This is an optimization exercise on Yosys and OpenROAD, whose aim is small area, a short achievable clock period and few clock cycles, not a production implementation. Only simulation tests tie the RTL to the original design; equivalence was not proved. No activity file was given, so power comes from the tool's default toggle rates.

## flow/run.sh

```bash
#!/bin/bash
# synth_recipe.tcl (not shown) runs the flow's synth.tcl, then flattens the netlist and writes it again
# the make line also repeats each setting of config.mk as NAME=value (left out here)
make -C /OpenROAD-flow-scripts/flow DESIGN_CONFIG=/design/flow/config.mk WORK_HOME=/design/flow/orfs CLKGATE_MAP_FILE= SYNTH_SCRIPT=/design/flow/synth_recipe.tcl finish
```

## flow/config.mk

```make
export PLATFORM = sky130hd
export DESIGN_NAME = simple_cpu
export DESIGN_NICKNAME = simple_cpu
export VERILOG_FILES = /design/flow/design.v
export SDC_FILE = /design/flow/constraint.sdc
export NUM_CORES = 4
export LEC_CHECK = 0
export ABC_CLOCK_PERIOD_IN_PS = 3500
export CAP_MARGIN = 20
export CORE_MARGIN = 2
export CORE_UTILIZATION = 40
export SETUP_SLACK_MARGIN = 4.5
export SLEW_MARGIN = 20
```

## flow/constraint.sdc

```tcl
create_clock -name core_clock -period 8.0 [get_ports {clk}]
set_input_delay 1.6000 -clock core_clock [delete_from_list [all_inputs] [get_ports {clk}]]
set_output_delay 1.6000 -clock core_clock [all_outputs]
set_load 0.01 [all_outputs]
```

## flow/design.v

```verilog
module alu(
in1, in2, sub, sel_add, sel_sll, sel_slt, sel_sltu, sel_xor, sel_sr, sel_or, sel_and, arith,
out, sum, lt, ltu, eq
);
input wire [31:0] in1;
input wire [31:0] in2;
input wire sub;
input wire sel_add, sel_sll, sel_slt, sel_sltu, sel_xor, sel_sr, sel_or, sel_and;
input wire arith;  
output wire [31:0] out;
output wire [31:0] sum;
output wire lt;
output wire ltu;
output wire eq;
wire [32:0] s = {1'b0, in1} + {1'b0, sub ? ~in2 : in2} + {32'b0, sub};
assign sum = s[31:0];
assign ltu = ~s[32];
assign lt = (in1[31] ^ in2[31]) ? in1[31] : s[31];
assign eq = (in1 == in2);
wire [31:0] sh_in;
wire [31:0] sh_out;
wire [31:0] sh_rev;
genvar k;
generate for (k = 0; k < 32; k = k + 1) begin : rev
   assign sh_in[k] = sel_sll ? in1[31-k] : in1[k];
   assign sh_rev[k] = sh_out[31-k];
end endgenerate
wire sh_fill = arith & in1[31];
assign sh_out = $signed({sh_fill, sh_in}) >>> in2[4:0];
assign out = ({32{sel_add}} & sum)
           | ({32{sel_sll}} & sh_rev)
           | ({32{sel_sr}} & sh_out)
           | {31'b0, (sel_slt & lt) | (sel_sltu & ltu)}
           | ({32{sel_xor}} & (in1 ^ in2))
           | ({32{sel_or}} & (in1 | in2))
           | ({32{sel_and}} & (in1 & in2));
endmodule
module register_file(
clk, read_reg_1, read_reg_2, write_reg, write_data, write_en, data_out_1, data_out_2
);
input wire clk;
input wire [4:0] read_reg_1;
input wire [4:0] read_reg_2;
input wire [4:0] write_reg;
input wire [31:0] write_data;
input wire write_en;
output wire [31:0] data_out_1;
output wire [31:0] data_out_2;
reg [31:0] registers [1:31];
integer i;
always @(posedge clk) begin
   for (i = 1; i < 32; i = i + 1)
      if (write_en && write_reg == i) registers[i] <= write_data;
end
reg [31:0] o1, o2;
always @* begin
   o1 = 32'h0;
   o2 = 32'h0;
   for (i = 1; i < 32; i = i + 1) begin
      o1 = o1 | ({32{read_reg_1 == i}} & registers[i]);
      o2 = o2 | ({32{read_reg_2 == i}} & registers[i]);
   end
end
assign data_out_1 = o1;
assign data_out_2 = o2;
endmodule
/*verilator lint_off UNUSED*/
module simple_cpu(
clk, reset, read_req, read_addr, read_data, read_data_valid, write_req, write_addr, write_data, memory_mask, error_instruction, debug
);
input wire clk;
input wire reset;
output reg read_req;
output wire [31:0] read_addr;
input wire [31:0] read_data;
input wire read_data_valid;
output wire write_req;
output wire [31:0] write_addr;
output reg [31:0] write_data;
output reg [3:0] memory_mask;
output reg error_instruction;
output wire [31:0] debug;
assign debug = 32'h00000001;
reg [31:0] pc_f;        
reg [31:0] baddr;       
reg        dph_ld;      
reg        dph_st;      
reg [2:0]  ld_f3;
reg [4:0]  ld_rd;
assign read_addr = baddr;
assign write_addr = baddr;
assign write_req = dph_st;
reg        v_e;
reg [31:0] op_a, op_b;
reg [31:0] x_e;         
reg [4:0]  rd_e, rs1_e, rs2_e;
reg [2:0]  f3_e;
reg        a_rs1_e, b_rs2_e;   
reg        wen_e;
reg        e_load, e_store, e_branch, e_jal, e_jalr, e_csr, e_ecall, e_ebreak, e_mret, e_illegal;
reg        e_sub, e_add, e_sll, e_slt, e_sltu, e_xor, e_sr, e_or, e_and, e_arith, e_link;
reg        c_scratch, c_tvec, c_epc, c_cause, c_tval;
reg [31:0] mscratch, mtvec, mepc, mcause, mtval;
wire dph = dph_ld | dph_st;
wire ex = v_e & ~dph;
wire [31:0] alu_out, alu_sum;
wire alu_lt, alu_ltu, alu_eq;
alu alu_inst(
.in1(op_a), .in2(op_b), .sub(e_sub), .sel_add(e_add), .sel_sll(e_sll), .sel_slt(e_slt), .sel_sltu(e_sltu),
.sel_xor(e_xor), .sel_sr(e_sr), .sel_or(e_or), .sel_and(e_and), .arith(e_arith),
.out(alu_out), .sum(alu_sum), .lt(alu_lt), .ltu(alu_ltu), .eq(alu_eq)
);
wire br_cond = f3_e[2] ? (f3_e[1] ? alu_ltu : alu_lt) : alu_eq;
wire taken = e_branch & (br_cond ^ f3_e[0]);
wire mis = (f3_e[1:0] == 2'b01 & alu_sum[0]) | (f3_e[1:0] == 2'b10 & alu_sum[1:0] != 2'b00);
wire trap_mem = ex & (e_load | e_store) & mis;
wire mem_go = ex & (e_load | e_store) & ~mis;
wire trap = ex & (e_ecall | e_ebreak) | trap_mem;
wire redirect = ex & (taken | e_jal | e_jalr | e_mret | e_ecall | e_ebreak) | trap_mem;
wire [31:0] csr_old = ({32{c_scratch}} & mscratch) | ({32{c_tvec}} & mtvec) | ({32{c_epc}} & mepc)
                    | ({32{c_cause}} & mcause) | ({32{c_tval}} & mtval);
wire [31:0] csr_new = (f3_e[1:0] == 2'b01) ? op_a : (f3_e[1:0] == 2'b10) ? (csr_old | op_a) : (csr_old & ~op_a);
wire [31:0] result_e = e_link ? pc_f : e_csr ? csr_old : alu_out;
wire [31:0] tgt_add = pc_f + x_e;
wire [31:0] iw = read_data;
wire [6:0] opc = iw[6:0];
wire [2:0] f3 = iw[14:12];
wire [4:0] rs1 = iw[19:15];
wire [4:0] rs2 = iw[24:20];
wire [4:0] rd = iw[11:7];
wire d_load   = (opc == 7'b0000011);
wire d_store  = (opc == 7'b0100011);
wire d_op     = (opc == 7'b0110011);
wire d_opimm  = (opc == 7'b0010011);
wire d_lui    = (opc == 7'b0110111);
wire d_auipc  = (opc == 7'b0010111);
wire d_jal    = (opc == 7'b1101111);
wire d_jalr   = (opc == 7'b1100111);
wire d_branch = (opc == 7'b1100011);
wire d_sys    = (opc == 7'b1110011);
wire d_illegal = ~(d_load | d_store | d_op | d_opimm | d_lui | d_auipc | d_jal | d_jalr | d_branch | d_sys);
wire d_csr    = d_sys & (f3[1:0] != 2'b00);
wire d_alu    = d_op | d_opimm;
wire [31:0] imm_i = {{20{iw[31]}}, iw[31:20]};
wire [31:0] imm_s = {{20{iw[31]}}, iw[31:25], iw[11:7]};
wire [31:0] imm_b = {{19{iw[31]}}, iw[31], iw[7], iw[30:25], iw[11:8], 1'b0};
wire [31:0] imm_u = {iw[31:12], 12'b0};
wire [31:0] imm_j = {{11{iw[31]}}, iw[31], iw[19:12], iw[20], iw[30:21], 1'b0};
wire [31:0] rf_1, rf_2;
wire [31:0] ld_val = (ld_f3[1:0] == 2'b00) ? {{24{~ld_f3[2] & read_data[7]}}, read_data[7:0]}
                   : (ld_f3[1:0] == 2'b01) ? {{16{~ld_f3[2] & read_data[15]}}, read_data[15:0]}
                   : read_data;
wire ld_done = dph_ld & read_data_valid;
wire [4:0]  rf_wreg = dph ? ld_rd : rd_e;
wire [31:0] rf_wdata = dph ? ld_val : result_e;
wire        rf_wen = dph ? ld_done : ex & wen_e;
register_file register_file_inst(
.clk(clk), .read_reg_1(rs1), .read_reg_2(rs2), .write_reg(rf_wreg), .write_data(rf_wdata), .write_en(rf_wen), .data_out_1(rf_1), .data_out_2(rf_2)
);
wire fw1 = ex & wen_e & (rd_e == rs1);
wire fw2 = ex & wen_e & (rd_e == rs2);
wire fix_a = ld_done & a_rs1_e & (rs1_e == ld_rd) & (ld_rd != 5'd0);
wire fix_b = ld_done & b_rs2_e & (rs2_e == ld_rd) & (ld_rd != 5'd0);
wire fix_x = ld_done & e_store & (rs2_e == ld_rd) & (ld_rd != 5'd0);
wire a_rs1 = ~(d_auipc | d_lui | (d_sys & f3[2]));
wire b_rs2 = d_op | d_branch;
wire ftrap = ~dph & ~v_e & (pc_f[1:0] != 2'b00);
wire fetch_ok = ~dph & read_req & read_data_valid;
wire jump = ex & (taken | e_jal);
reg [31:0] pc_s, pc_n, baddr_n;
always @* begin
   if (ex & e_jalr) pc_s = {alu_sum[31:1], 1'b0};
   else if (ex & e_mret) pc_s = mepc;
   else if (trap | ftrap) pc_s = mtvec;
   else if (fetch_ok) pc_s = pc_f + 32'd4;
   else pc_s = pc_f;
   pc_n = jump ? tgt_add : pc_s;
   baddr_n = jump ? tgt_add : mem_go ? alu_sum : pc_s;
end
always @(posedge clk) begin
   if (reset) begin
      pc_f <= 32'b0;
      baddr <= 32'b0;
      read_req <= 1'b1;
      v_e <= 1'b0;
      dph_ld <= 1'b0;
      dph_st <= 1'b0;
      error_instruction <= 1'b0;
   end else if (dph) begin
      if (dph_st | read_data_valid) begin
         dph_ld <= 1'b0;
         dph_st <= 1'b0;
         baddr <= pc_f;
         read_req <= (pc_f[1:0] == 2'b00);
      end
   end else begin
      if (ex & e_illegal) error_instruction <= 1'b1;
      pc_f <= pc_n;
      v_e <= fetch_ok & ~redirect & ~ftrap;
      baddr <= baddr_n;
      if (mem_go) begin
         dph_ld <= e_load;
         dph_st <= e_store;
         read_req <= e_load;
      end else begin
         read_req <= (pc_n[1:0] == 2'b00);
      end
   end
end
always @(posedge clk) begin
   if (mem_go) begin
      write_data <= x_e;
      memory_mask <= {f3_e[1], f3_e[1], f3_e[1] | f3_e[0], 1'b1};
      ld_f3 <= f3_e;
      ld_rd <= rd_e;
   end
end
always @(posedge clk) begin
   if (~dph | fix_a)
      op_a <= dph ? ld_val : (fw1 & a_rs1) ? result_e : d_auipc ? pc_f : d_lui ? 32'b0 : (d_sys & f3[2]) ? {27'b0, rs1} : rf_1;
   if (~dph | fix_b)
      op_b <= dph ? ld_val : (fw2 & b_rs2) ? result_e : (d_op | d_branch) ? rf_2 : d_store ? imm_s : (d_lui | d_auipc) ? imm_u : imm_i;
   if (~dph | fix_x)
      x_e <= dph ? ld_val : (fw2 & d_store) ? result_e : d_store ? rf_2 : (d_jal ? imm_j : imm_b) - 32'd4;
   if (~dph) begin
      rd_e <= rd;
      rs1_e <= rs1;
      rs2_e <= rs2;
      f3_e <= f3;
      a_rs1_e <= a_rs1;
      b_rs2_e <= b_rs2;
      wen_e <= (d_alu | d_lui | d_auipc | d_jal | d_jalr | d_csr) & (rd != 5'd0);
      e_load <= d_load;
      e_store <= d_store;
      e_branch <= d_branch;
      e_jal <= d_jal;
      e_jalr <= d_jalr;
      e_csr <= d_csr;
      e_ecall <= d_sys & (f3 == 3'b000) & (iw[31:20] == 12'h000);
      e_ebreak <= d_sys & (f3 == 3'b000) & (iw[31:20] == 12'h001);
      e_mret <= d_sys & (f3 == 3'b000) & (iw[31:20] == 12'h302);
      e_illegal <= d_illegal;
      e_sub <= d_branch | (d_op & iw[30] & f3 == 3'b000) | (d_alu & f3[2:1] == 2'b01);
      e_add <= (d_alu & f3 == 3'b000) | d_lui | d_auipc;
      e_sll <= d_alu & f3 == 3'b001;
      e_slt <= d_alu & f3 == 3'b010;
      e_sltu <= d_alu & f3 == 3'b011;
      e_xor <= d_alu & f3 == 3'b100;
      e_sr <= d_alu & f3 == 3'b101;
      e_or <= d_alu & f3 == 3'b110;
      e_and <= d_alu & f3 == 3'b111;
      e_arith <= iw[30];
      e_link <= d_jal | d_jalr;
      c_scratch <= iw[31:20] == 12'h340;
      c_tvec <= iw[31:20] == 12'h305;
      c_epc <= iw[31:20] == 12'h341;
      c_cause <= iw[31:20] == 12'h342;
      c_tval <= iw[31:20] == 12'h343;
   end
end
wire [31:0] pc_e = pc_f - 32'd4;
always @(posedge clk) begin
   if (~reset) begin
      if (ftrap) begin
         mepc <= pc_f;
         mtval <= pc_f;
      end else if (trap) begin
         mepc <= pc_e;
         if (e_ecall) mcause <= 32'd11;
         else if (e_ebreak) mcause <= 32'd3;
         else begin
            mcause <= e_load ? 32'd4 : 32'd6;
            mtval <= alu_sum;
         end
      end else if (ex & e_csr) begin
         if (c_scratch) mscratch <= csr_new;
         if (c_tvec) mtvec <= csr_new;
         if (c_epc) mepc <= csr_new;
         if (c_cause) mcause <= csr_new;
         if (c_tval) mtval <= csr_new;
      end
   end
end
endmodule
```

==> results of run 1 <==
## what timing repair did
item,4_1_cts,5_1_grt
setup endpoints to repair,2502,1815
cloned,66,11
buffers inserted,523,88
hold buffers,0,0
gates resized for setup,938,304
pin swaps,312,174
## worst reg2reg max path, delay by kind of cell (launching register included)
family,cells,cell delay (ns)
buf+inv,4,0.70
xor+xnor,1,0.19
simple gates,2,0.44
fa+ha+maj,1,0.49
compound gates,7,1.99
flops,1,0.42
## Yosys cell counts, types with 16 or more instances
cell type,instances
a222oi_1,91
mux2i_1,47
a311oi_1,20
edfxtp_1,1336
o21bai_1,16
and3_1,26
and2_1,51
nor2_1,399
or3_1,38
nand4_1,112
dfxtp_1,69
a221oi_1,307
a211oi_1,60
buf_4,75
nand2_1,490
a21o_1,27
a22o_1,245
o21a_1,31
o21ai_0,228
o2111ai_1,20
nor3_1,97
buf_2,24
a21oi_1,329
mux2_2,32
o22ai_1,27
nor4_1,28
xnor2_1,102
ha_1,129
nand3_1,185
o31ai_1,52
a31oi_1,44
mux4_2,43
o211ai_1,74
a22oi_1,454
a221o_1,20
nand2b_1,16
xor2_1,66
nand3b_1,16
clkbuf_1,400
buf_1,52
nor2b_1,16
o221ai_1,18
inv_1,137
## kinds of logic (layout without fill, tap and decap cells)
kind of cell,after synthesis,in the layout,share of synthesized area (%)
other,2,75,0.0104
flip-flops,1405,1405,57.4
XOR/XNOR,168,168,2.04
multiplexers,125,125,2.58
AO/OA/AOI/OAI,2138,2158,21.8
AND/OR/NAND/NOR,1521,1544,9.76
adder cells (fa/ha/maj),131,131,2.29
buffers and inverters,701,1508,4.12
## routing by layer
metal / global-route usage (%) / up-vias
li1: - / 26438
met4: 41.7 / 54
met1: 49.6 / 34637
met3: 25.0 / 2947
met2: 61.7 / 8282
met5: 6.32 / -
## area by class of cell
cell class	instances	area (sq um)	share of cell area, %
flip-flops and latches	1405	41500	42.8
multi-input cells	4159	34600	35.6
repair buffers	1082	12200	12.6
clock buffers	185	4040	4.17
well taps	2370	2970	3.05
clock inverters	96	1010	1.04
inverters	145	592	0.610
diodes	42	105	0.108
## worst min path at each step
stage	cells past startpoint	slack [ns]	startpoint	to
3_3_place_gp	2	0.47	e_illegal	error_instruction
4_1_cts	2	0.49	baddr[3]	baddr[3]
3_5_place_dp	2	0.48	baddr[3]	baddr[3]
6_report	2	0.48	baddr[3]	baddr[3]
5_1_grt	2	0.50	baddr[3]	baddr[3]
2_1_floorplan	0	0.42	rd_e[1]	ld_rd[1]
## stage by stage
step	worst slack, ns	total power (W)
detailed placement	1.82	0.0113
finish	3.70	0.0198
global route	3.64	0.0201
CTS	3.85	0.0192
global placement	1.79	0.0113
floorplan	3.75	0.0100
## power by group
part / switching [W] / total, W / internal (W)
sequential: 0.000207 / 0.00835 / 0.00815
combinational: 0.00256 / 0.00417 / 0.00162
clock: 0.00326 / 0.00730 / 0.00404
==> flow_summary_export.csv, run 1 <==
group,metric,value,unit
outcome,status,"no timing/DRC/antenna violations",
global_route,grt_pass1_vias,65848,
detailed_routing,wl_met1,134000,um
die,row_count,156,
die,fp.dieH,429,um
setup_path,crit_path_end,"baddr[29]",
synth,synth_area_per_cell,11.7,sq um
place,placed_cells,8472,
timing,setup_viol,0,
timing,min_period,4.30,ns
synth,synth_edf_count,1336,
pwr,pwr_density_cell,204,nW/um^2
setup_path,end_kind,"flop",
global_route,grt_start_max_net_pins,114,
synth,ys_types,95,
setup_path,cp_num_cells,15,
pwr,cellLeakagePower,34.0,nW
die,die_area,184000,sq um
detailed_routing,vias,72358,
clock_network,cts_buffers,154,
setup_path,cp.arrival,5.05,ns
die,initial_utilization,40.1,%
setup_path,cpLargestDelayFamily,"compound AO/OA/AOI/OAI gates",
pwr,vdd_drop_max,0.193,mV
timing,fin_crit_sh,53.7,%
place,hpwl,253000,um
final_layout,layout-drive-gt1-share,30.1,%
timing,finClkSkew,0.0773,ns
clock_network,clk_latency,0.88,ns
final_layout,largest_reg_flops,992,
global_route,antenna_found_initial,37,
setup_path,crit_type,"reg2reg",
place,dpl-instance-area,79000,sq um
synth,syn_area,72300,sq um
place,port_buffers,136,
timing,fmax,0.233,GHz
clock_network,cts_tree,"yes",
detailed_routing,wl_per_cell,45.8,um
setup_path,startpoint_type,"flop",
detailed_routing,wl_met2,169000,um
detailed_routing,via_per_inst,7.63,
timing,tightest_slew,1.29,ns
synth,yosysWarnings,3,
synth,synth_seq_cells,1405,
clock_network,numClockSinks,1405,
setup_path,crit_top_cell,"buf_12",
synth,synth_cells,6191,
min_path,hold_path_class,"reg2reg",
synth,synth_top_area_cell,"edfxtp_1",
final_layout,fillCellCount,14907,
timing,max_slew_margin,13.3,%
setup_path,r2r_slack,3.70,ns
place,gp_congestion,1.03,
synth,yosysTopAreaCellShare,55.5,%
detailed_routing,wl_met3,74900,um
setup_path,cp_slowest_cell,"ha_1",
die,core_area,180000,sq um
clock_network,clk_pin_slew_worst_paths,0.06,ns
synth,synth.area.top_cells,"edfxtp_1 (56%), a22oi_1 (4.7%), a221oi_1 (3.7%)",
global_route,grt_pass1_wl,571000,um
setup_path,reg2reg_to,"baddr[29]",
setup_path,slowest_delay,0.49,ns
timing,whs,0.483,ns
die,die_x,429,um
die,ios,170,
final_layout,fin_util,53.9,%
job,cap_violations,0,
final_layout,finalNetCount,7113,
final_layout,area_delta_synth_final,34.3,%
final_layout,final_common_cell,"edfxtp_1",
detailed_routing,ant_nets,0,
setup_path,r2r-start,"e_sub",
final_layout,mostFrequentLayoutCells,"edfxtp_1 (1,336), buf_4 (549), a22oi_1 (438), nand2_1 (420), nor2_1 (264)",
timing,rsz0062_at_grt,"yes",
setup_path,crit_buf_inv,4,
setup_path,required,8.75,ns
setup_path,crit_path_cell_trace,"buf_12, buf_12, xor2_1, ha_1, nand4_1, o211ai_1, a21oi_2, buf_4, o31a_1, o2111ai_4, o2111a_2, o21a_4, buf_12, nand3_2, a311oi_1",
final_layout,finalInstanceArea,97100,sq um
global_route,gr-total-overflow,0,
synth,ys_seq_area_share,57.4,%
synth,async_reset_ff_share,0,%
synth,synthFlopType,"edfxtp_1",
detailed_routing,drc_errors,0,
global_route,track_usage,45.4,%
final_layout,largest_register,"register_file_inst.registers",
detailed_routing,maxUsedRoutingLayer,"met5",
detailed_routing,drt_iter0_drc,18032,
final_layout,layout.cells.non_filler,9484,
timing,finalSetupTns,0,ns
clock_network,clockBufferDepth,3,
clock_network,htree_levels,4,
timing,finalMaxSlewViolations,0,
clock_network,cts-root-buf,"clkbuf_16",
setup_path,cp-startpoint,"e_sub",
detailed_routing,dr.pass1.iters,19,
timing,finalHoldViolCount,0,
setup_path,cp_max_fo,13,
setup_path,reg2regPathDepth,15,
detailed_routing,totalWireLength,434000,um
Testbench counts, summed over its fixed seeds: cycles 44,586.
==> run 2: changes to the inputs <==
--- a/flow/config.mk
+++ b/flow/config.mk
@@ -10,4 +10,3 @@
 export CORE_MARGIN = 2
 export CORE_UTILIZATION = 40
-export SETUP_SLACK_MARGIN = 4.5
 export SLEW_MARGIN = 20
==> run 2 against run 1 <==
Compared with the run above:
- still clean on timing, DRC and antenna
- sequential power up 0.7%
- first-iteration DRC count decreased by 12%
- worst hold slack got worse by 0.0020 ns
- critical endpoint is now pc_f[19]
- largest cell class unchanged
==> flow_summary_export.csv, run 2 <==
group,metric,value,unit
outcome,status,"no timing/DRC/antenna violations",
setup_path,cp.arrival,6.87,ns
setup_path,crit_type,"reg2reg",
final_layout,fillCellCount,16271,
synth,synth.area.top_cells,"edfxtp_1 (56%), a22oi_1 (4.7%), a221oi_1 (3.7%)",
timing,fmax,0.163,GHz
synth,synth_commonest_cells,"edfxtp_1 (1,336), nand2_1 (490), a22oi_1 (454), clkbuf_1 (400), nor2_1 (399)",
clock_network,clk_latency,0.86,ns
global_route,track_usage,39.9,%
clock_network,post_cts_buffers,0,
final_layout,final_common_cell,"edfxtp_1",
setup_path,startpoint_type,"flop",
synth,synthFlopType,"edfxtp_1",
place,place_ws,1.68,ns
clock_network,cts_buffers,151,
synth,ys_types,95,
timing,worst_slack,1.86,ns
timing,min_period,6.14,ns
place,port_buffers,136,
detailed_routing,ant_nets,0,
place,hpwl,247000,um
timing,finalHoldViolCount,0,
die,initial_utilization,40.1,%
global_route,grt_pass1_wl,509000,um
setup_path,end_kind,"flop",
global_route,antenna_found_initial,26,
die,ios,170,
setup_path,r2r_slack,1.86,ns
clock_network,cts-root-buf,"clkbuf_16",
synth,yosysWarnings,3,
setup_path,required,8.73,ns
clock_network,numClockSinks,1405,
final_layout,finalNetCount,6422,
die,core_area,180000,sq um
clock_network,cts_tree,"yes",
clock_network,cts_resized,0,
pwr,cellLeakagePower,28.2,nW
synth,synth_area_per_cell,11.7,sq um
clock_network,clk_pin_slew_worst_paths,0.07,ns
min_path,hold_path_class,"reg2reg",
timing,tightest_slew,1.30,ns
pwr,vdd_drop_max,0.198,mV
timing,finalSetupTns,0,ns
setup_path,reg2regPathDepth,14,
synth,yosysTopAreaCellShare,55.5,%
die,die_area,184000,sq um
timing,rsz0062_at_grt,"no",
clock_network,htree_levels,4,
synth,async_reset_ff_share,0,%
final_layout,area_delta_synth_final,14.6,%
global_route,grt_pass1_vias,60044,
detailed_routing,drc_errors,0,
detailed_routing,dr.pass1.iters,10,
synth,synth_top_area_cell,"edfxtp_1",
place,gp_congestion,1.06,
global_route,gr-total-overflow,0,
pwr,pwr_density_cell,223,nW/um^2
final_layout,mostFrequentLayoutCells,"edfxtp_1 (1,336), nand2_1 (486), a22oi_1 (454), a21oi_1 (320), nor2_1 (310)",
min_path,holdPathStages,2,
timing,max_slew_margin,13.0,%
timing,fin_crit_sh,76.8,%
final_layout,largest_reg_flops,992,
global_route,grt_start_max_net_pins,103,
die,row_count,156,
detailed_routing,drt_iter0_drc,15941,
detailed_routing,totalWireLength,380000,um
synth,synth_seq_cells,1405,
synth,synth_edf_count,1336,
clock_network,ctsHoldBuffers,0,
synth,post-synth-top-count-cell,"edfxtp_1",
detailed_routing,vias,65621,
synth,ys_seq_area_share,57.4,%
setup_path,cp_max_fo,41,
final_layout,layout-drive-gt1-share,12.1,%
synth,synth_cells,6191,
timing,setup_viol,0,
detailed_routing,via_per_inst,7.48,
die,die_x,429,um
detailed_routing,wl_per_cell,43.3,um
job,cap_violations,0,
timing,finClkSkew,0.0734,ns
timing,finalMaxSlewViolations,0,
final_layout,largest_register,"register_file_inst.registers",
synth,syn_area,72300,sq um
clock_network,clockBufferDepth,3,
die,fp.dieH,429,um
-- run 2: kinds of logic after synthesis --
family          count (synthesis)  synth area share (%)
mux                           125                  2.58
simple gates                 1521                  9.76
buf+inv                       701                  4.12
fa+ha+maj                     131                  2.29
xor+xnor                      168                  2.04
flops                        1405                  57.4
other cells                     2                0.0104
compound gates               2138                  21.8
-- run 2: cell type report --
cell class | instances | area (sq um) | area share, %
antenna | 18 | 45.0 | 0.0544
clock buffer | 190 | 4000 | 4.83
clock inverter | 87 | 1010 | 1.21
inverter | 145 | 547 | 0.660
multi-input combinational | 4116 | 28900 | 34.8
sequential | 1405 | 41500 | 50.1
tap | 2370 | 2970 | 3.58
timing repair buffer | 437 | 3900 | 4.71
-- run 2: metrics by stage --
stage | std cells | instance area [sq um] | hold WS (ns) | utilization, % | power [W]
5_1_grt | 8756 | 82800 | 0.503 | 46.0 | 0.0188
3_5_place_dp | 8471 | 77700 | 0.470 | 43.1 | 0.0112
6_report | 8768 | 82800 | 0.481 | 46.0 | 0.0184
3_3_place_gp | 8462 | 77400 | 0.466 | 43.0 | 0.0112
2_1_floorplan | 6222 | 72400 | 0.424 | - | 0.00993
4_1_cts | 8748 | 82700 | 0.482 | 45.9 | 0.0182
-- run 2: worst paths after layout --
path,from,to
hold / removal,baddr[2],baddr[2]
hold reg to reg,baddr[2],baddr[2]
setup / recovery,e_sub,pc_f[19]
setup reg to reg,e_sub,pc_f[19]
-- run 2: worst max-delay path, cell delays in order (launching register included) --
cell and delay [ns]:
edfxtp_1 1.03, buf_4 0.28, xor2_1 0.20, ha_1 0.36
a21oi_1 0.29, o21ai_0 0.18, or3_1 0.39, a211oi_2 0.28
mux2i_1 0.28, o2111ai_2 0.32, o31ai_1 0.77, o21a_2 0.78
nor2_1 0.25, o21a_1 0.26, a2111oi_2 0.31
-- run 2: power breakdown --
group	internal (W)	leakage, nW	switching, W
Clock	0.00404	2.41	0.00313
Combinational	0.000889	12.7	0.00198
Sequential	0.00815	13.1	0.000259
-- run 2: metal layers --
metal  GRT usage [%]  part of all wire (%)
met5               0                 0.049
met4            31.8                    10
met3            15.8                    15
met2            57.1                    41
met1            47.4                    33
==> run 3: changes to the inputs <==
--- a/flow/design.v
+++ b/flow/design.v
@@ -15,6 +15,6 @@
 wire [32:0] s = {1'b0, in1} + {1'b0, sub ? ~in2 : in2} + {32'b0, sub};
 assign sum = s[31:0];
-assign ltu = ~s[32];
-assign lt = (in1[31] ^ in2[31]) ? in1[31] : s[31];
+assign ltu = in1 < in2;
+assign lt = (in1[31] ^ in2[31]) ? in1[31] : ltu;
 assign eq = (in1 == in2);
 wire [31:0] sh_in;
@@ -98,4 +98,5 @@
 reg        a_rs1_e, b_rs2_e;   
 reg        wen_e;
+reg        b_eq_e, b_lt_e, b_ltu_e;
 reg        e_load, e_store, e_branch, e_jal, e_jalr, e_csr, e_ecall, e_ebreak, e_mret, e_illegal;
 reg        e_sub, e_add, e_sll, e_slt, e_sltu, e_xor, e_sr, e_or, e_and, e_arith, e_link;
@@ -111,6 +112,7 @@
 .out(alu_out), .sum(alu_sum), .lt(alu_lt), .ltu(alu_ltu), .eq(alu_eq)
 );
-wire br_cond = f3_e[2] ? (f3_e[1] ? alu_ltu : alu_lt) : alu_eq;
-wire taken = e_branch & (br_cond ^ f3_e[0]);
+wire cond_p = (b_eq_e & alu_eq) | (b_lt_e & alu_lt) | (b_ltu_e & alu_ltu);
+wire cond_n = (b_eq_e & ~alu_eq) | (b_lt_e & ~alu_lt) | (b_ltu_e & ~alu_ltu);
+wire taken = f3_e[0] ? cond_n : cond_p;
 wire mis = (f3_e[1:0] == 2'b01 & alu_sum[0]) | (f3_e[1:0] == 2'b10 & alu_sum[1:0] != 2'b00);
 wire trap_mem = ex & (e_load | e_store) & mis;
@@ -234,4 +236,7 @@
       e_store <= d_store;
       e_branch <= d_branch;
+      b_eq_e <= d_branch & ~f3[2];
+      b_lt_e <= d_branch & f3[2] & ~f3[1];
+      b_ltu_e <= d_branch & f3[2] & f3[1];
       e_jal <= d_jal;
       e_jalr <= d_jalr;
@@ -241,5 +246,5 @@
       e_mret <= d_sys & (f3 == 3'b000) & (iw[31:20] == 12'h302);
       e_illegal <= d_illegal;
-      e_sub <= d_branch | (d_op & iw[30] & f3 == 3'b000) | (d_alu & f3[2:1] == 2'b01);
+      e_sub <= d_op & iw[30] & f3 == 3'b000;
       e_add <= (d_alu & f3 == 3'b000) | d_lui | d_auipc;
       e_sll <= d_alu & f3 == 3'b001;
--- a/flow/config.mk
+++ b/flow/config.mk
@@ -9,4 +9,7 @@
 export CAP_MARGIN = 20
 export CORE_MARGIN = 2
-export CORE_UTILIZATION = 40
+export CORE_UTILIZATION = 35
+export CTS_CLUSTER_DIAMETER = 80
+export CTS_CLUSTER_SIZE = 20
+export SETUP_SLACK_MARGIN = 4.0
 export SLEW_MARGIN = 20
==> run 3 against run 2 <==
Compared with the run above:
- cell count up 12%
- die area grew 16%
- clock skew is 0.0090 ns lower
- core utilization decreased by 3.2 points
- clock power decreased by about 30%
- flip-flop and latch count grew 2
- combinational power grew 23%
- first-iteration DRC count is 6.3% higher
- sequential share of layout area shrank 3.7 points
- synthesized cell count rose by 4.4%
==> flow_summary_export.csv, run 3 <==
group,metric,value,unit
die,fp.dieH,463,um
timing,finalSetupTns,0,ns
die,row_count,168,
pwr,power_frac_seq,49.2,%
final_layout,finalNetCount,7112,
timing,finClkSkew,0.0644,ns
pwr,intPower,0.0117,W
final_layout,fillCellCount,19382,
setup_path,reg2reg_to,"register_file_inst.registers[16][20]",
timing,fmax,0.237,GHz
place,hpwl,246000,um
pwr,vdd_drop_max,0.199,mV
setup_path,cp-startpoint,"read_data[16]",
synth,async_reset_ff_share,0,%
job,cap_violations,0,
clock_network,cts_tree,"yes",
die,initial_utilization,35.1,%
setup_path,r2r_slack,3.83,ns
die,ios,170,
min_path,hold_path_class,"reg2reg",
synth,synth_seq_cells,1407,
pwr,pwr-share-comb,20.8,%
clock_network,clockBufferDepth,3,
final_layout,mostFrequentLayoutCells,"edfxtp_1 (1,338), a22oi_1 (912), nand2_1 (724), buf_4 (558), a21oi_1 (305)",
final_layout,multi_input_area,32500,sq um
pwr,cellLeakagePower,31.5,nW
place,port_buffers,136,
global_route,grt_start_max_net_pins,104,
synth,synth_area_per_cell,11.4,sq um
setup_path,end_kind,"flop",
synth,synthFlopType,"edfxtp_1",
setup_path,cp_max_fo,12,
timing,min_period,4.21,ns
global_route,grt_pass1_vias,63998,
synth,synth_cells,6466,
setup_path,cp.arrival,4.81,ns
setup_path,crit_type,"in2reg",
setup_path,required,8.60,ns
synth,yosysTopAreaCellShare,54.6,%
detailed_routing,totalWireLength,405000,um
synth,syn_area,73600,sq um
detailed_routing,dr.pass1.iters,13,
setup_path,startpoint_type,"primary input",
timing,max_slew_margin,19.6,%
synth,post-synth-top-count-cell,"edfxtp_1",
timing,worst_slack,3.79,ns
synth,ys_types,113,
pwr,switching_share,30.8,%
global_route,antenna_found_initial,26,
detailed_routing,via_per_inst,7.17,
die,die_x,463,um
pwr,switchingPower,0.00520,W
clock_network,cts_buffers,92,
detailed_routing,ant_nets,0,
clock_network,clk_latency,0.81,ns
timing,fin_crit_sh,52.7,%
final_layout,layout-drive-gt1-share,20.8,%
synth,synth_commonest_cells,"edfxtp_1 (1,338), a22oi_1 (913), nand2_1 (741), nor2_1 (375), clkbuf_1 (374)",
global_route,gr-total-overflow,0,
detailed_routing,wl_per_cell,41.4,um
synth,synth.area.top_cells,"edfxtp_1 (55%), a22oi_1 (9.3%), nand2_1 (3.8%)",
die,die_area,214000,sq um
pwr,clkPwrFrac,29.9,%
clock_network,clk_pin_slew_worst_paths,0.09,ns
clock_network,numClockSinks,1407,
global_route,track_usage,35.8,%
detailed_routing,drc_errors,0,
die,core_area,209000,sq um
outcome,status,"no timing/DRC/antenna violations",
setup_path,r2r-start,"e_sub",
timing,setup_viol,0,
final_layout,largest_reg_flops,992,
detailed_routing,drt_iter0_drc,16945,
timing,tightest_slew,1.21,ns
synth,ys_seq_area_share,56.5,%
final_layout,fin_util,42.8,%
timing,finalHoldViolCount,0,
clock_network,cts-root-buf,"clkbuf_16",
detailed_routing,vias,70111,
place,gp_congestion,1.02,
setup_path,crit_path_end,"op_a[19]",
synth,synth_top_area_cell,"edfxtp_1",
final_layout,final_common_cell,"edfxtp_1",
final_layout,area.sequential,41600,sq um
clock_network,htree_levels,3,
timing,rsz0062_at_grt,"yes",
final_layout,largest_register,"register_file_inst.registers",
final_layout,area_delta_synth_final,21.6,%
synth,synth_edf_count,1338,
global_route,grt_pass1_wl,536000,um
place,place_ws,1.85,ns
synth,yosysWarnings,3,
timing,finalMaxSlewViolations,0,
setup_path,reg2regPathDepth,17,
pwr,pwr_density_cell,188,nW/um^2
[run 3: worst max-delay path, stage by stage]
cell and delay [ns]:
clkdlybuf4s15_2 0.36, buf_4 0.30, or3_4 0.44, nor2_4 0.52, buf_6 0.33, a22oi_1 0.13, nand2_1 0.10, nor4_1 0.06
nand3_1 0.45, a22oi_1 0.15, o31ai_1 0.31
[run 3: layout make-up]
| cell class | count | share of cell area (%) |
|---|---|---|
| antenna | 17 | 0.0475 |
| clock buffer | 98 | 2.64 |
| clock inverter | 36 | 0.510 |
| inverter | 149 | 0.664 |
| multi-input combinational | 4404 | 36.3 |
| sequential | 1407 | 46.4 |
| tap | 2805 | 3.92 |
| timing repair buffer | 860 | 9.46 |
| timing repair inverter | 1 | 0.00839 |
[run 3: timing repair]
item,CTS,global route
setup endpoints to repair,2346,1637
cloned,26,14
buffers inserted,322,102
hold buffers,0,0
gates resized for setup,366,253
pin swaps,133,76
[run 3: how the worst min path moves through the flow]
stage	depth (start not counted)	from	slack (ns)	to
floorplan	0	f3_e[2]	0.40	ld_f3[2]
global placement	0	f3_e[2]	0.40	ld_f3[2]
detailed placement	0	f3_e[2]	0.42	ld_f3[2]
CTS	0	f3_e[2]	0.40	ld_f3[2]
global route	0	f3_e[2]	0.44	ld_f3[2]
finish	0	f3_e[2]	0.41	ld_f3[2]
[run 3: stage by stage]
step                      hold slack [ns]  instances  area (sq um)  total power (W)
after detailed placement            0.417       9162         79300           0.0111
after CTS                           0.401       9644         87100           0.0164
after global placement              0.404       9156         79200           0.0111
after global routing                0.441       9762         89500           0.0171
final                               0.409       9777         89500           0.0169
after floorplan                     0.400       6497         73900          0.00992
[run 3: routing by layer]
layer,global-route usage (%),part of all wire [%],routed length [um],up-vias
met4,28.4,11,44400,34
met1,41.5,32,129000,33459
met2,50.6,40,160000,7873
met3,16.7,17,69800,2450
met5,2.05,0.23,918,-
li1,-,-,-,26295
[run 3: cells by family (layout without fill, tap and decap cells)]
family / after synthesis / after routing / synth area share (%)
buf+inv: 709 / 1144 / 4.26
flops: 1407 / 1407 / 56.5
xor+xnor: 181 / 181 / 2.15
other cells: 2 / 50 / 0.0102
compound gates: 2198 / 2215 / 21.4
fa+ha+maj: 162 / 162 / 2.77
mux: 108 / 108 / 2.26
simple gates: 1699 / 1705 / 10.7
[run 3: power by group through the flow]
stage | combinational [W] | clock [W] | sequential, W
2_1_floorplan | 0.00153 | 0 | 0.00840
3_3_place_gp | 0.00256 | 0 | 0.00854
3_5_place_dp | 0.00258 | 0 | 0.00854
4_1_cts | 0.00307 | 0.00501 | 0.00829
5_1_grt | 0.00357 | 0.00525 | 0.00829
6_report | 0.00351 | 0.00505 | 0.00829
Testbench counts of run 3, summed over its fixed seeds: cycles 44,586.
==> run 4: changes to the inputs <==
--- a/flow/design.v
+++ b/flow/design.v
@@ -13,6 +13,7 @@
 output wire ltu;
 output wire eq;
-wire [32:0] s = {1'b0, in1} + {1'b0, sub ? ~in2 : in2} + {32'b0, sub};
-assign sum = s[31:0];
+wire [31:0] s_add = in1 + in2;
+wire [31:0] s_sub = in1 - in2;
+assign sum = sub ? s_sub : s_add;
 assign ltu = in1 < in2;
 assign lt = (in1[31] ^ in2[31]) ? in1[31] : ltu;
--- a/flow/config.mk
+++ b/flow/config.mk
@@ -12,4 +12,5 @@
 export CTS_CLUSTER_DIAMETER = 80
 export CTS_CLUSTER_SIZE = 20
+export PLACE_DENSITY = 0.5
 export SETUP_SLACK_MARGIN = 4.0
 export SLEW_MARGIN = 20
==> run 4 against run 3 <==
Compared with the run above:
- global-route usage increased by 3.5 points
- cell count increased by 3.0%
- clock power increased by 9.3%
- critical endpoint is now register_file_inst.registers[14][28]
- highest routed layer unchanged
==> flow_summary_export.csv, run 4 <==
group,metric,value,unit
outcome,status,"no timing/DRC/antenna violations",
min_path,worstHoldEndpoint,"ld_f3[2]",
global_route,antenna_found_initial,34,
global_route,grt_pass1_wl,582000,um
place,dpl-instance-area,80200,sq um
synth,synth_edf_count,1338,
setup_path,r2r_slack,3.76,ns
clock_network,cts-root-buf,"clkbuf_16",
die,initial_utilization,35.2,%
clock_network,clockBufferDepth,3,
synth,yosysTopAreaCellShare,54.4,%
timing,fmax,0.236,GHz
global_route,track_usage,39.4,%
timing,tightest_slew,1.28,ns
timing,finalHoldViolCount,0,
pwr,cellLeakagePower,32.5,nW
detailed_routing,via_per_inst,7.16,
place,placed_cells,9382,
timing,min_period,4.24,ns
job,cap_violations,0,
final_layout,final_common_cell,"edfxtp_1",
clock_network,clk_latency,0.86,ns
detailed_routing,dr.pass1.iters,15,
detailed_routing,vias,72097,
clock_network,numClockSinks,1407,
place,port_buffers,136,
pwr,pwr_density_cell,199,nW/um^2
final_layout,finalInstanceArea,91800,sq um
timing,whs,0.483,ns
setup_path,cp_slowest_cell,"edfxtp_1",
final_layout,area_delta_synth_final,24.2,%
timing,max_slew_margin,14.8,%
timing,rsz0062_at_grt,"yes",
setup_path,r2r-start,"op_a[7]",
pwr,p_total,0.0183,W
detailed_routing,wl_per_cell,44.1,um
clock_network,htree_levels,3,
setup_path,reg2reg_to,"register_file_inst.registers[14][28]",
detailed_routing,drc_errors,0,
setup_path,cp_max_fo,9,
global_route,grt_start_max_net_pins,79,
setup_path,cpLargestDelayFamily,"compound AO/OA/AOI/OAI gates",
global_route,grt_pass1_vias,65204,
clock_network,cts_buffers,99,
timing,fin_crit_sh,53.0,%
setup_path,crit_top_cell,"buf_12",
timing,finalSetupTns,0,ns
synth,yosysWarnings,3,
timing,finClkSkew,0.113,ns
final_layout,largest_reg_flops,992,
clock_network,clk_pin_slew_worst_paths,0.08,ns
synth,synthFlopType,"edfxtp_1",
final_layout,mostFrequentLayoutCells,"edfxtp_1 (1,338), a22oi_1 (907), nand2_1 (752), buf_4 (596), a21oi_1 (361)",
synth,synth_commonest_cells,"edfxtp_1 (1,338), a22oi_1 (914), nand2_1 (760), clkbuf_1 (436), nor2_1 (404)",
synth,synth_top_area_cell,"edfxtp_1",
final_layout,layout.cells.non_filler,10071,
min_path,hold_start,"f3_e[2]",
clock_network,cts_tree,"yes",
setup_path,crit_path_cell_trace,"inv_2, ha_4, inv_1, a21oi_1, a31oi_4, a211oi_4, buf_12, buf_6, o21ai_2, a22oi_2, xnor2_2, buf_6, o221ai_4, a221oi_4, a31oi_4, buf_12, buf_12",
synth,ys_types,98,
synth,synth_cells,6670,
synth,synth_area_per_cell,11.1,sq um
synth,ys_seq_area_share,56.3,%
setup_path,cp.arrival,4.80,ns
setup_path,reg2regPathDepth,17,
min_path,holdPathStages,0,
detailed_routing,totalWireLength,444000,um
pwr,vdd_drop_max,0.196,mV
min_path,hold_path_class,"reg2reg",
detailed_routing,drt_iter0_drc,14540,
synth,syn_area,73900,sq um
setup_path,startpoint_type,"flop",
synth,async_reset_ff_share,0,%
setup_path,end_kind,"flop",
synth,synth.area.top_cells,"edfxtp_1 (54%), a22oi_1 (9.3%), nand2_1 (3.9%)",
detailed_routing,ant_nets,0,
final_layout,layout-drive-gt1-share,21.3,%
timing,setup_viol,0,
clock_network,ctsHoldBuffers,0,
die,ios,170,
die,die_area,215000,sq um
final_layout,finalNetCount,7348,
final_layout,largest_register,"register_file_inst.registers",
synth,post-synth-top-count-cell,"edfxtp_1",
setup_path,slowest_delay,0.57,ns
place,hpwl,279000,um
die,core_area,210000,sq um
place,gp_congestion,1.02,
die,fp.dieH,463,um
die,row_count,168,
die,die_x,463,um
synth,synth_seq_cells,1407,
setup_path,crit_buf_inv,7,
setup_path,required,8.56,ns
global_route,gr-total-overflow,0,
setup_path,crit_type,"reg2reg",
timing,finalMaxSlewViolations,0,
==> run 4: cell count changes after synthesis, moves of 29 or more <==
cell	before	now
clkbuf_1	374	436
a21oi_1	336	385
o211ai_1	60	97
o21ai_0	224	258
ha_1	160	130
nand3_1	104	134
xnor2_1	113	83
nor2_1	375	404
==> run 4: worst max-delay path by stage <==
stage / slack (ns) / endpoint / cells after the start / start
after floorplan: 3.76 / x_e[16] / 14 / read_data[4]
after global placement: 1.71 / register_file_inst.registers[17][22] / 13 / op_b[4]
after detailed placement: 1.84 / op_b[18] / 11 / read_data[21]
after CTS: 3.94 / mtval[31] / 14 / op_b[5]
after global routing: 3.77 / register_file_inst.registers[15][31] / 19 / op_b[2]
final: 3.76 / register_file_inst.registers[14][28] / 17 / op_a[7]
==> run 4: metal layers <==
layer | track usage, % | share of wire (%) | vias up
met5 | 0 | 0.068 | -
met4 | 32.9 | 11 | 22
met3 | 14.4 | 14 | 2212
met2 | 56.5 | 41 | 7432
met1 | 46.8 | 34 | 35171
li1 | - | - | 27260
==> run 4: worst reg2reg max path: stages, from the launching register on <==
cell and delay (ns):
edfxtp_1 0.57, inv_2 0.21, ha_4 0.39, inv_1 0.07, a21oi_1 0.30, a31oi_4 0.22, a211oi_4 0.32, buf_12 0.16
buf_6 0.10, o21ai_2 0.05, a22oi_2 0.20, xnor2_2 0.15, buf_6 0.15, o221ai_4 0.20, a221oi_4 0.40, a31oi_4 0.06
buf_12 0.22, buf_12 0.16
==> run 4: cell type report <==
cell class	count	area, sq um
inverter	161	658
multi-input combinational	4555	32800
antenna	24	60.1
timing repair buffer	956	9890
tap	2805	3510
sequential	1407	41600
fill	19653	118000
clock buffer	107	2560
clock inverter	56	694
==> run 4: power by group <==
group	total (W)	leakage [nW]	switching (W)	internal, W
clock	0.00552	1.58	0.00293	0.00259
sequential	0.00841	13.2	0.000230	0.00818
combinational	0.00437	17.8	0.00282	0.00156
total	0.0183	32.5	0.00598	0.0123
==> run 4: kinds of logic after synthesis <==
logic type | Yosys count | synth area share, %
AOI/OAI and AO/OA | 2339 | 22.4
and+or+nand+nor | 1813 | 11.3
DFF | 1407 | 56.3
buffers and inverters | 752 | 4.29
adders and majority gates | 133 | 2.28
xor gates and xnor gates | 125 | 1.48
muxes | 99 | 1.97
other | 2 | 0.0102
==> run 4: stage by stage <==
stage,util (%),setup slack [ns]
6_report,43.7,3.76
2_1_floorplan,-,3.76
4_1_cts,42.5,3.94
3_3_place_gp,38.1,1.71
3_5_place_dp,38.2,1.84
5_1_grt,43.7,3.77
==> run 4: repair_timing <==
item / in CTS / in global routing
endpoints found under the setup margin: 1917 / 1447
setup buffers: 356 / 103
gates cloned: 22 / 21
pin swaps: 136 / 103
gates resized for setup: 412 / 291
Testbench counts of run 4, summed over its fixed seeds: cycles 44,586.
==> run 5: changes to the inputs <==
--- a/flow/config.mk
+++ b/flow/config.mk
@@ -10,7 +10,6 @@
 export CORE_MARGIN = 2
 export CORE_UTILIZATION = 35
-export CTS_CLUSTER_DIAMETER = 80
-export CTS_CLUSTER_SIZE = 20
-export PLACE_DENSITY = 0.5
+export CTS_CLUSTER_DIAMETER = 100
+export CTS_CLUSTER_SIZE = 25
 export SETUP_SLACK_MARGIN = 4.0
 export SLEW_MARGIN = 20
==> run 5 against run 4 <==
Compared with the run above:
- clock skew down 0.050 ns
- core utilization down 0.96 points
- sequential power about the same
- critical endpoint is now register_file_inst.registers[14][5]
- highest routed layer unchanged
==> flow_summary_export.csv, run 5 <==
group,metric,value,unit
global_route,grt-busiest-layer,"met2",
min_path,hold_path_class,"reg2reg",
global_route,met2_usage,52.7,%
die,core_area,210000,sq um
synth,synth_area_per_cell,11.1,sq um
synth,synth_top_area_cell,"edfxtp_1",
place,gp_congestion,1.06,
final_layout,layout-drive-gt1-share,20.1,%
timing,finalHoldViolCount,0,
final_layout,area_delta_synth_final,21.5,%
place,placed_cells,9347,
detailed_routing,ant_nets,0,
synth,yosysTopAreaCellShare,54.4,%
clock_network,cts_tree,"yes",
setup_path,end_kind,"flop",
final_layout,final_common_cell,"edfxtp_1",
timing,finalMaxSlewViolations,0,
synth,synth_commonest_cells,"edfxtp_1 (1,338), a22oi_1 (914), nand2_1 (760), clkbuf_1 (436), nor2_1 (404)",
setup_path,required,8.51,ns
global_route,track_usage,37.4,%
clock_network,numClockSinks,1407,
global_route,globalRouteMet3Util,14.4,%
synth,ys_types,98,
synth,synth_seq_cells,1407,
die,initial_utilization,35.2,%
place,dpl-instance-area,79700,sq um
timing,max_slew_margin,19.3,%
global_route,antenna_found_initial,36,
timing,fmax,0.233,GHz
detailed_routing,vias,71918,
final_layout,finalNetCount,7236,
synth,post-synth-top-count-cell,"edfxtp_1",
synth,yosysWarnings,3,
clock_network,cts_buffers,69,
clock_network,clk_pin_slew_worst_paths,0.11,ns
timing,fin_crit_sh,53.6,%
die,fp.dieH,463,um
die,die_x,463,um
synth,ys_seq_area_share,56.3,%
final_layout,fin_util,42.8,%
final_layout,mostFrequentLayoutCells,"edfxtp_1 (1,338), a22oi_1 (905), nand2_1 (750), buf_4 (512), a21oi_1 (360)",
detailed_routing,drt_iter0_drc,15904,
place,port_buffers,136,
die,ios,170,
job,cap_violations,0,
global_route,met1_usage,44.8,%
die,die_area,215000,sq um
clock_network,clk_latency,0.80,ns
setup_path,crit_type,"reg2reg",
synth,syn_area,73900,sq um
final_layout,largest_register,"register_file_inst.registers",
timing,setup_viol,0,
setup_path,cp_max_fo,31,
global_route,grt_pass1_wl,557000,um
detailed_routing,dr.pass1.iters,12,
final_layout,fillCellCount,19565,
timing,finClkSkew,0.0630,ns
setup_path,startpoint_type,"flop",
synth,async_reset_ff_share,0,%
synth,synth_edf_count,1338,
timing,min_period,4.29,ns
detailed_routing,via_per_inst,7.25,
global_route,grt_start_max_net_pins,89,
timing,tightest_slew,1.21,ns
setup_path,cp.arrival,4.80,ns
synth,synthFlopType,"edfxtp_1",
die,row_count,168,
global_route,grt_pass1_vias,64745,
global_route,gr-total-overflow,0,
pwr,cellLeakagePower,31.4,nW
detailed_routing,drc_errors,0,
timing,rsz0062_at_grt,"yes",
final_layout,largest_reg_flops,992,
pwr,vdd_drop_max,0.250,mV
clock_network,cts-root-buf,"clkbuf_16",
clock_network,htree_levels,3,
synth,synth_cells,6670,
pwr,pwr_density_cell,190,nW/um^2
final_layout,finalInstanceArea,89700,sq um
detailed_routing,totalWireLength,424000,um
clock_network,clockBufferDepth,3,
synth,synth.area.top_cells,"edfxtp_1 (54%), a22oi_1 (9.3%), nand2_1 (3.9%)",
timing,finalSetupTns,0,ns
outcome,status,"no timing/DRC/antenna violations",
final_layout,layout.cells.non_filler,9917,
place,hpwl,263000,um
detailed_routing,wl_per_cell,42.8,um
## run 5: cell counts after synthesis
No cell type changed its count.
## run 5: cells by family (layout without fill, tap and decap cells)
group                    after synthesis  after routing  share of synthesized area, %
AO/OA/AOI/OAI                       2339           2353                          22.4
XOR/XNOR                             125            125                          1.48
adder cells (fa/ha/maj)              133            133                          2.28
buffers and inverters                752           1124                          4.29
flip-flops                          1407           1407                          56.3
multiplexers                          99             99                          1.97
other                                  2             53                        0.0102
AND/OR/NAND/NOR                     1813           1818                          11.3
## run 5: worst paths after layout
| check | slack (ns) | start | cells after the start | to |
|---|---|---|---|---|
| worst max-delay path | 3.71 | op_b[0] | 11 | register_file_inst.registers[14][5] |
| worst min-delay path | 0.43 | f3_e[2] | 0 | ld_f3[2] |
| worst max register to register | 3.71 | op_b[0] | 11 | register_file_inst.registers[14][5] |
| worst min register to register | 0.43 | f3_e[2] | 0 | ld_f3[2] |
## run 5: power by group
group          switching (W)  total (W)  internal (W)
registers           0.000244    0.00843       0.00818
logic                0.00283    0.00434       0.00151
clock network        0.00253    0.00426       0.00173
## run 5: repair_timing
action                                   CTS  global route
cloned                                    23            19
endpoints found under the setup margin  1812          1456
buffers inserted                         326            86
gates resized for setup                  466           306
hold buffers                               0             0
pin swaps                                137           112
endpoints found under the hold margin      0             0
## run 5: metal layers
layer / share of wire (%) / wire length, um
met1: 33 / 140000
met2: 40 / 169000
met3: 16 / 67400
met4: 11 / 47300
met5: 0.029 / 122
## run 5: through the flow
stage	worst slack [ns]	hold WS (ns)	total power, W
detailed placement	1.93	0.414	0.0120
global placement	1.89	0.404	0.0120
global route	3.71	0.448	0.0173
CTS	3.85	0.435	0.0166
floorplan	3.76	0.400	0.0104
finish	3.71	0.434	0.0170
## run 5: critical path: stages (launching register included)
cell,delay [ns]
edfxtp_1,0.49
buf_6,0.17
buf_6,0.11
buf_4,0.13
xor2_1,0.25
mux2i_2,0.51
mux4_2,0.41
a211oi_1,0.09
a211oi_1,0.68
o221ai_1,0.52
o21ai_2,0.27
buf_4,0.36
## run 5: cell type report
cell class	count	area, sq um	area share (%)
antenna	20	50.0	0.0558
multi-input combinational	4561	33000	36.8
clock buffer	79	1810	2.01
tap	2805	3510	3.91
timing repair inverter	1	8.76	0.00976
sequential	1407	41600	46.3
clock inverter	16	265	0.296
inverter	161	636	0.708
timing repair buffer	867	8920	9.94
==> run 6: changes to the inputs <==
--- a/flow/design.v
+++ b/flow/design.v
@@ -13,7 +13,6 @@
 output wire ltu;
 output wire eq;
-wire [31:0] s_add = in1 + in2;
-wire [31:0] s_sub = in1 - in2;
-assign sum = sub ? s_sub : s_add;
+wire [32:0] s = {1'b0, in1} + {1'b0, sub ? ~in2 : in2} + {32'b0, sub};
+assign sum = s[31:0];
 assign ltu = in1 < in2;
 assign lt = (in1[31] ^ in2[31]) ? in1[31] : ltu;
@@ -124,5 +123,5 @@
                     | ({32{c_cause}} & mcause) | ({32{c_tval}} & mtval);
 wire [31:0] csr_new = (f3_e[1:0] == 2'b01) ? op_a : (f3_e[1:0] == 2'b10) ? (csr_old | op_a) : (csr_old & ~op_a);
-wire [31:0] result_e = e_link ? pc_f : e_csr ? csr_old : alu_out;
+wire [31:0] result_e = ({32{e_link}} & pc_f) | ({32{e_csr}} & csr_old) | alu_out;
 wire [31:0] tgt_add = pc_f + x_e;
 wire [31:0] iw = read_data;
@@ -212,7 +211,7 @@
 end
 always @(posedge clk) begin
+   write_data <= x_e;
+   memory_mask <= {f3_e[1], f3_e[1], f3_e[1] | f3_e[0], 1'b1};
    if (mem_go) begin
-      write_data <= x_e;
-      memory_mask <= {f3_e[1], f3_e[1], f3_e[1] | f3_e[0], 1'b1};
       ld_f3 <= f3_e;
       ld_rd <= rd_e;
@@ -221,9 +220,9 @@
 always @(posedge clk) begin
    if (~dph | fix_a)
-      op_a <= dph ? ld_val : (fw1 & a_rs1) ? result_e : d_auipc ? pc_f : d_lui ? 32'b0 : (d_sys & f3[2]) ? {27'b0, rs1} : rf_1;
+      op_a <= (~dph & fw1 & a_rs1) ? result_e : dph ? ld_val : d_auipc ? pc_f : d_lui ? 32'b0 : (d_sys & f3[2]) ? {27'b0, rs1} : rf_1;
    if (~dph | fix_b)
-      op_b <= dph ? ld_val : (fw2 & b_rs2) ? result_e : (d_op | d_branch) ? rf_2 : d_store ? imm_s : (d_lui | d_auipc) ? imm_u : imm_i;
+      op_b <= (~dph & fw2 & b_rs2) ? result_e : dph ? ld_val : (d_op | d_branch) ? rf_2 : d_store ? imm_s : (d_lui | d_auipc) ? imm_u : imm_i;
    if (~dph | fix_x)
-      x_e <= dph ? ld_val : (fw2 & d_store) ? result_e : d_store ? rf_2 : (d_jal ? imm_j : imm_b) - 32'd4;
+      x_e <= (~dph & fw2 & d_store) ? result_e : dph ? ld_val : d_store ? rf_2 : (d_jal ? imm_j : imm_b) - 32'd4;
    if (~dph) begin
       rd_e <= rd;
--- a/flow/config.mk
+++ b/flow/config.mk
@@ -10,6 +10,6 @@
 export CORE_MARGIN = 2
 export CORE_UTILIZATION = 35
-export CTS_CLUSTER_DIAMETER = 100
-export CTS_CLUSTER_SIZE = 25
+export CTS_CLUSTER_DIAMETER = 80
+export CTS_CLUSTER_SIZE = 20
 export SETUP_SLACK_MARGIN = 4.0
 export SLEW_MARGIN = 20
==> run 6 against run 5 <==
Compared with the run above:
- critical endpoint is now register_file_inst.registers[11][0]
- cell count fell by 0.12%
- flip-flop and latch count rose by 1
- fmax rose by 4.2%
- clock power rose by 26%
- global-route usage rose by 0.20 points
- sequential share of layout area fell by 0.29 points
==> flow_summary_export.csv, run 6 <==
group,metric,value,unit
outcome,status,"no timing/DRC/antenna violations",
synth,yosysWarnings,3,
detailed_routing,ant_nets,0,
pwr,cellLeakagePower,32.6,nW
place,gp_congestion,1.03,
detailed_routing,wl_per_cell,42.7,um
clock_network,ctsHoldBuffers,0,
setup_path,cp_max_fo,31,
detailed_routing,totalWireLength,423000,um
synth,synthFlopType,"edfxtp_1",
final_layout,largest_register,"register_file_inst.registers",
clock_network,htree_levels,3,
synth,synth_top_area_cell,"edfxtp_1",
clock_network,cts-root-buf,"clkbuf_16",
pwr,power_frac_seq,47.8,%
global_route,grt_pass1_vias,65233,
global_route,antenna_found_initial,45,
setup_path,startpoint_type,"flop",
setup_path,slowest_delay,0.67,ns
detailed_routing,dr.pass1.iters,15,
pwr,vdd_drop_max,0.202,mV
die,ios,170,
die,fp.dieH,464,um
die,die_area,215000,sq um
timing,finalMaxSlewViolations,0,
setup_path,reg2regPathDepth,10,
synth,ys_seq_area_share,55.8,%
detailed_routing,drt_iter0_drc,14858,
global_route,grt_start_max_net_pins,110,
setup_path,required,8.51,ns
pwr,clkPwrFrac,30.5,%
detailed_routing,drc_errors,0,
final_layout,final_common_cell,"edfxtp_1",
synth,post-synth-top-count-cell,"edfxtp_1",
setup_path,cp.arrival,4.63,ns
timing,min_period,4.12,ns
setup_path,crit_type,"reg2reg",
clock_network,cts_buffers,96,
synth,synth_commonest_cells,"edfxtp_1 (1,305), a22oi_1 (754), nand2_1 (609), clkbuf_1 (367), nor2_1 (333)",
timing,whs,0.408,ns
timing,setup_viol,0,
synth,synth_seq_cells,1408,
final_layout,area_delta_synth_final,21.2,%
die,die_x,464,um
timing,tightest_slew,1.22,ns
setup_path,cp_slowest_cell,"nor2_4",
final_layout,largest_reg_flops,992,
clock_network,clockBufferDepth,3,
timing,finalHoldViolCount,0,
global_route,grt_pass1_wl,560000,um
die,core_area,210000,sq um
synth,synth_cells,6592,
pwr,switchingPower,0.00560,W
pwr,switching_share,31.8,%
setup_path,crit_buf_inv,1,
detailed_routing,via_per_inst,7.11,
final_layout,mostFrequentLayoutCells,"edfxtp_1 (1,305), a22oi_1 (746), nand2_1 (604), buf_4 (541), nor2_1 (287)",
min_path,holdPathStages,0,
global_route,gr-total-overflow,0,
synth,synth_edf_count,1305,
pwr,pwr_density_cell,196,nW/um^2
synth,synth.area.top_cells,"edfxtp_1 (53%), a22oi_1 (7.7%), nand2_1 (3.1%)",
setup_path,crit_path_cell_trace,"buf_4, mux4_2, mux2i_1, mux2_2, mux2i_1, nor2_1, a31o_2, o211ai_1, nor2_1, nor2_4",
min_path,hold_path_class,"reg2reg",
die,initial_utilization,35.3,%
synth,async_reset_ff_share,0,%
die,row_count,168,
setup_path,end_kind,"flop",
place,port_buffers,136,
clock_network,numClockSinks,1408,
synth,yosysTopAreaCellShare,53.0,%
timing,finClkSkew,0.0947,ns
timing,fmax,0.243,GHz
setup_path,cpLargestDelayFamily,"multiplexers",
timing,max_slew_margin,18.9,%
global_route,track_usage,37.6,%
clock_network,clk_pin_slew_worst_paths,0.09,ns
synth,synth_area_per_cell,11.2,sq um
detailed_routing,vias,70460,
timing,rsz0062_at_grt,"yes",
timing,fin_crit_sh,51.5,%
clock_network,clk_latency,0.84,ns
final_layout,finalNetCount,7206,
job,cap_violations,0,
place,hpwl,264000,um
timing,finalSetupTns,0,ns
final_layout,layout-drive-gt1-share,20.0,%
synth,syn_area,74000,sq um
setup_path,r2r_slack,3.88,ns
synth,ys_types,100,
pwr,pwr-share-comb,21.7,%
setup_path,cp_num_cells,10,
clock_network,cts_tree,"yes",
pwr,intPower,0.0120,W
-- run 6: final cells by class --
class	count	area [sq um]
antenna	32	80.1
clock buffer	104	2450
clock inverter	53	687
fill	19588	120000
inverter	135	539
multi-input combinational	4518	32800
sequential	1408	41300
tap	2805	3510
timing repair buffer	850	8290
-- run 6: cell families after synthesis --
logic type	synth area share, %
multiplexers	2.34
adder cells (fa/ha/maj)	2.76
XOR/XNOR	2.11
AND/OR/NAND/NOR	12.8
other	0.0102
AO/OA/AOI/OAI	20.1
buffers and inverters	4.20
flip-flops	55.8
-- run 6: through the flow --
step | util, % | setup slack (ns) | cell area [sq um] | instances | total power [W]
2_1_floorplan | - | 3.69 | 74400 | 6623 | 0.0103
3_3_place_gp | 37.9 | 1.76 | 79500 | 9281 | 0.0117
3_5_place_dp | 38.0 | 1.75 | 79600 | 9284 | 0.0118
4_1_cts | 41.8 | 3.63 | 87600 | 9768 | 0.0172
5_1_grt | 42.7 | 3.90 | 89600 | 9878 | 0.0180
6_report | 42.7 | 3.88 | 89600 | 9905 | 0.0176
-- run 6: final timing paths --
check / startpoint / endpoint
worst max-delay path: e_sll / register_file_inst.registers[11][0]
worst min-delay path: f3_e[1] / memory_mask[2]
worst max register to register: e_sll / register_file_inst.registers[11][0]
worst min register to register: f3_e[1] / memory_mask[2]
-- run 6: worst register-to-register path: stages (launching register included) --
cell	delay, ns
edfxtp_1	0.52
buf_4	0.30
mux4_2	0.47
mux2i_1	0.14
mux2_2	0.37
mux2i_1	0.37
nor2_1	0.10
a31o_2	0.28
o211ai_1	0.47
nor2_1	0.15
nor2_4	0.67
-- run 6: per-layer routing --
layer  vias to the layer above  track usage, %  part of all wire [%]
met4                        22            29.7                    10
met5                         -           0.512                 0.087
met2                      7237            54.8                    41
met3                      2271            16.1                    15
li1                      26790               -                     -
met1                     34140            43.1                    33
-- run 6: power by group through the flow --
stage	Combinational (W)	Sequential [W]	Clock (W)
floorplan	0.00186	0.00847	0
global placement	0.00310	0.00862	0
detailed placement	0.00313	0.00863	0
CTS	0.00348	0.00842	0.00533
global route	0.00396	0.00843	0.00559
finish	0.00382	0.00842	0.00537
-- run 6: what timing repair did --
| action | 4_1_cts | 5_1_grt |
|---|---|---|
| setup endpoints to repair | 1775 | 1239 |
| pin swaps | 109 | 77 |
| gates cloned | 26 | 8 |
| gates resized for setup | 468 | 230 |
| buffers inserted | 301 | 97 |
Testbench counts of run 6, summed over its fixed seeds: cycles 44,586.
==> run 7: changes to the inputs <==
--- a/flow/config.mk
+++ b/flow/config.mk
@@ -9,5 +9,5 @@
 export CAP_MARGIN = 20
 export CORE_MARGIN = 2
-export CORE_UTILIZATION = 35
+export CORE_UTILIZATION = 40
 export CTS_CLUSTER_DIAMETER = 80
 export CTS_CLUSTER_SIZE = 20
==> run 7 against run 6 <==
Compared with the run above:
- wire length decreased by 5.7%
- sequential power about the same
- worst setup slack got worse by 0.083 ns
- global-route usage increased by 3.5 points
- combinational power decreased by 2%
- clock power decreased by 6.9%
- critical endpoint is now op_a[4]
- still clean on timing, DRC and antenna
- worst hold slack improved by 0.031 ns
- synthesized cell count unchanged
- via count decreased by 1.4%
- area after synthesis unchanged
==> flow_summary_export.csv, run 7 <==
group,metric,value,unit
synth,synthFlopType,"edfxtp_1",
die,initial_utilization,40.3,%
global_route,gr-total-overflow,0,
clock_network,clockBufferDepth,3,
clock_network,ctsHoldBuffers,0,
global_route,grt_pass1_wl,533000,um
final_layout,largest_reg_flops,992,
synth,synth_area_per_cell,11.2,sq um
setup_path,cp-startpoint,"read_data[19]",
setup_path,startpoint_type,"primary input",
place,gp_congestion,1.08,
detailed_routing,vias,69467,
clock_network,cts_buffers,93,
global_route,globalRouteMet3Util,18.4,%
timing,max_slew_margin,21.3,%
pwr,pwr_density_cell,196,nW/um^2
place,port_buffers,136,
timing,fin_crit_sh,52.5,%
setup_path,cpLargestDelayFamily,"simple AND/OR/NAND/NOR gates",
die,core_area,183000,sq um
outcome,status,"no timing/DRC/antenna violations",
clock_network,cts_tree,"yes",
detailed_routing,totalWireLength,399000,um
detailed_routing,via_per_inst,7.38,
global_route,track_usage,41.1,%
synth,synth_edf_count,1305,
synth,synth.area.top_cells,"edfxtp_1 (53%), a22oi_1 (7.7%), nand2_1 (3.1%)",
die,die_area,188000,sq um
pwr,switching_share,31.5,%
final_layout,layout-drive-gt1-share,18.3,%
pwr,clkPwrFrac,29.1,%
synth,synth_top_area_cell,"edfxtp_1",
clock_network,htree_levels,3,
synth,synth_commonest_cells,"edfxtp_1 (1,305), a22oi_1 (754), nand2_1 (609), clkbuf_1 (367), nor2_1 (333)",
clock_network,clk_pin_slew_worst_paths,0.09,ns
timing,rsz0062_at_grt,"yes",
pwr,cellLeakagePower,31.8,nW
final_layout,mostFrequentLayoutCells,"edfxtp_1 (1,305), a22oi_1 (748), nand2_1 (598), buf_4 (471), nor2_1 (284)",
detailed_routing,ant_nets,0,
pwr,vdd_drop_max,0.197,mV
timing,finClkSkew,0.0593,ns
timing,tightest_slew,1.18,ns
setup_path,end_kind,"flop",
synth,synth_seq_cells,1408,
place,hpwl,246000,um
final_layout,finalNetCount,7087,
pwr,power_frac_seq,49.0,%
timing,finalHoldViolCount,0,
min_path,hold_path_class,"reg2reg",
[run 7: cell counts after synthesis]
No cell type changed its count.
[run 7: worst min-delay path by stage]
stage	startpoint	to	slack [ns]
finish	f3_e[2]	ld_f3[2]	0.44
global route	f3_e[2]	ld_f3[2]	0.44
CTS	f3_e[2]	ld_f3[2]	0.44
detailed placement	f3_e[2]	ld_f3[2]	0.41
global placement	f3_e[2]	ld_f3[2]	0.41
floorplan	x_e[10]	write_data[10]	0.35
[run 7: kinds of logic (layout without fill, tap and decap cells)]
family                     Yosys count  after routing  synth area share (%)
xor gates and xnor gates           178            178                  2.11
adders and majority gates          162            162                  2.76
AOI/OAI and AO/OA                 2079           2090                  20.1
buffers and inverters              728           1018                  4.20
and+or+nand+nor                   1912           1923                  12.8
DFF                               1408           1408                  55.8
other                                2             53                0.0102
muxes                              123            123                  2.34
[run 7: power by group through the flow]
stage               registers [W]  logic (W)  clock network [W]
finish                    0.00840    0.00376            0.00500
global route              0.00840    0.00389            0.00521
CTS                       0.00840    0.00340            0.00497
detailed placement        0.00863    0.00306                  0
global placement          0.00863    0.00303                  0
floorplan                 0.00847    0.00186                  0
[run 7: stage by stage]
step,cell area [sq um],worst slack (ns),hold slack (ns),std cells,total power (W)
floorplan,74400,3.69,0.352,6623,0.0103
detailed placement,78700,1.62,0.414,8903,0.0117
global route,87300,3.86,0.445,9400,0.0175
CTS,85400,3.80,0.435,9315,0.0168
global placement,78700,1.53,0.410,8903,0.0117
finish,87300,3.80,0.439,9419,0.0172
[run 7: per-layer routing]
metal	part of all wire, %	vias to the layer above
li1	-	26455
met1	32	33208
met2	41	7326
met3	16	2442
met4	11	36
met5	0.10	-
[run 7: layout make-up]
cell class	instances	area [sq um]	share of cell area [%]
Antenna cell	20	50.0	0.0573
Inverter	135	544	0.623
Clock buffer	102	2400	2.75
Timing Repair Buffer	743	7100	8.13
Multi-Input combinational cell	4509	32400	37.2
Clock inverter	38	440	0.504
Tap cell	2464	3080	3.53
Sequential cell	1408	41300	47.2
[run 7: repair_timing]
item                       in CTS  in global routing
resized for setup             419                248
setup buffers                 247                 80
setup endpoints to repair    1896               1236
gates cloned                   25                  4
pin swaps                      82                 77

Re-timed with assumed drivers on the ports (clkbuf_16 on the clock, buf_2 on other inputs), run 7 has 3.860 ns of setup slack against 3.797 ns with ideal ports, and 3.001 ns once port delays also move by the mid clock arrival of 0.859 ns.
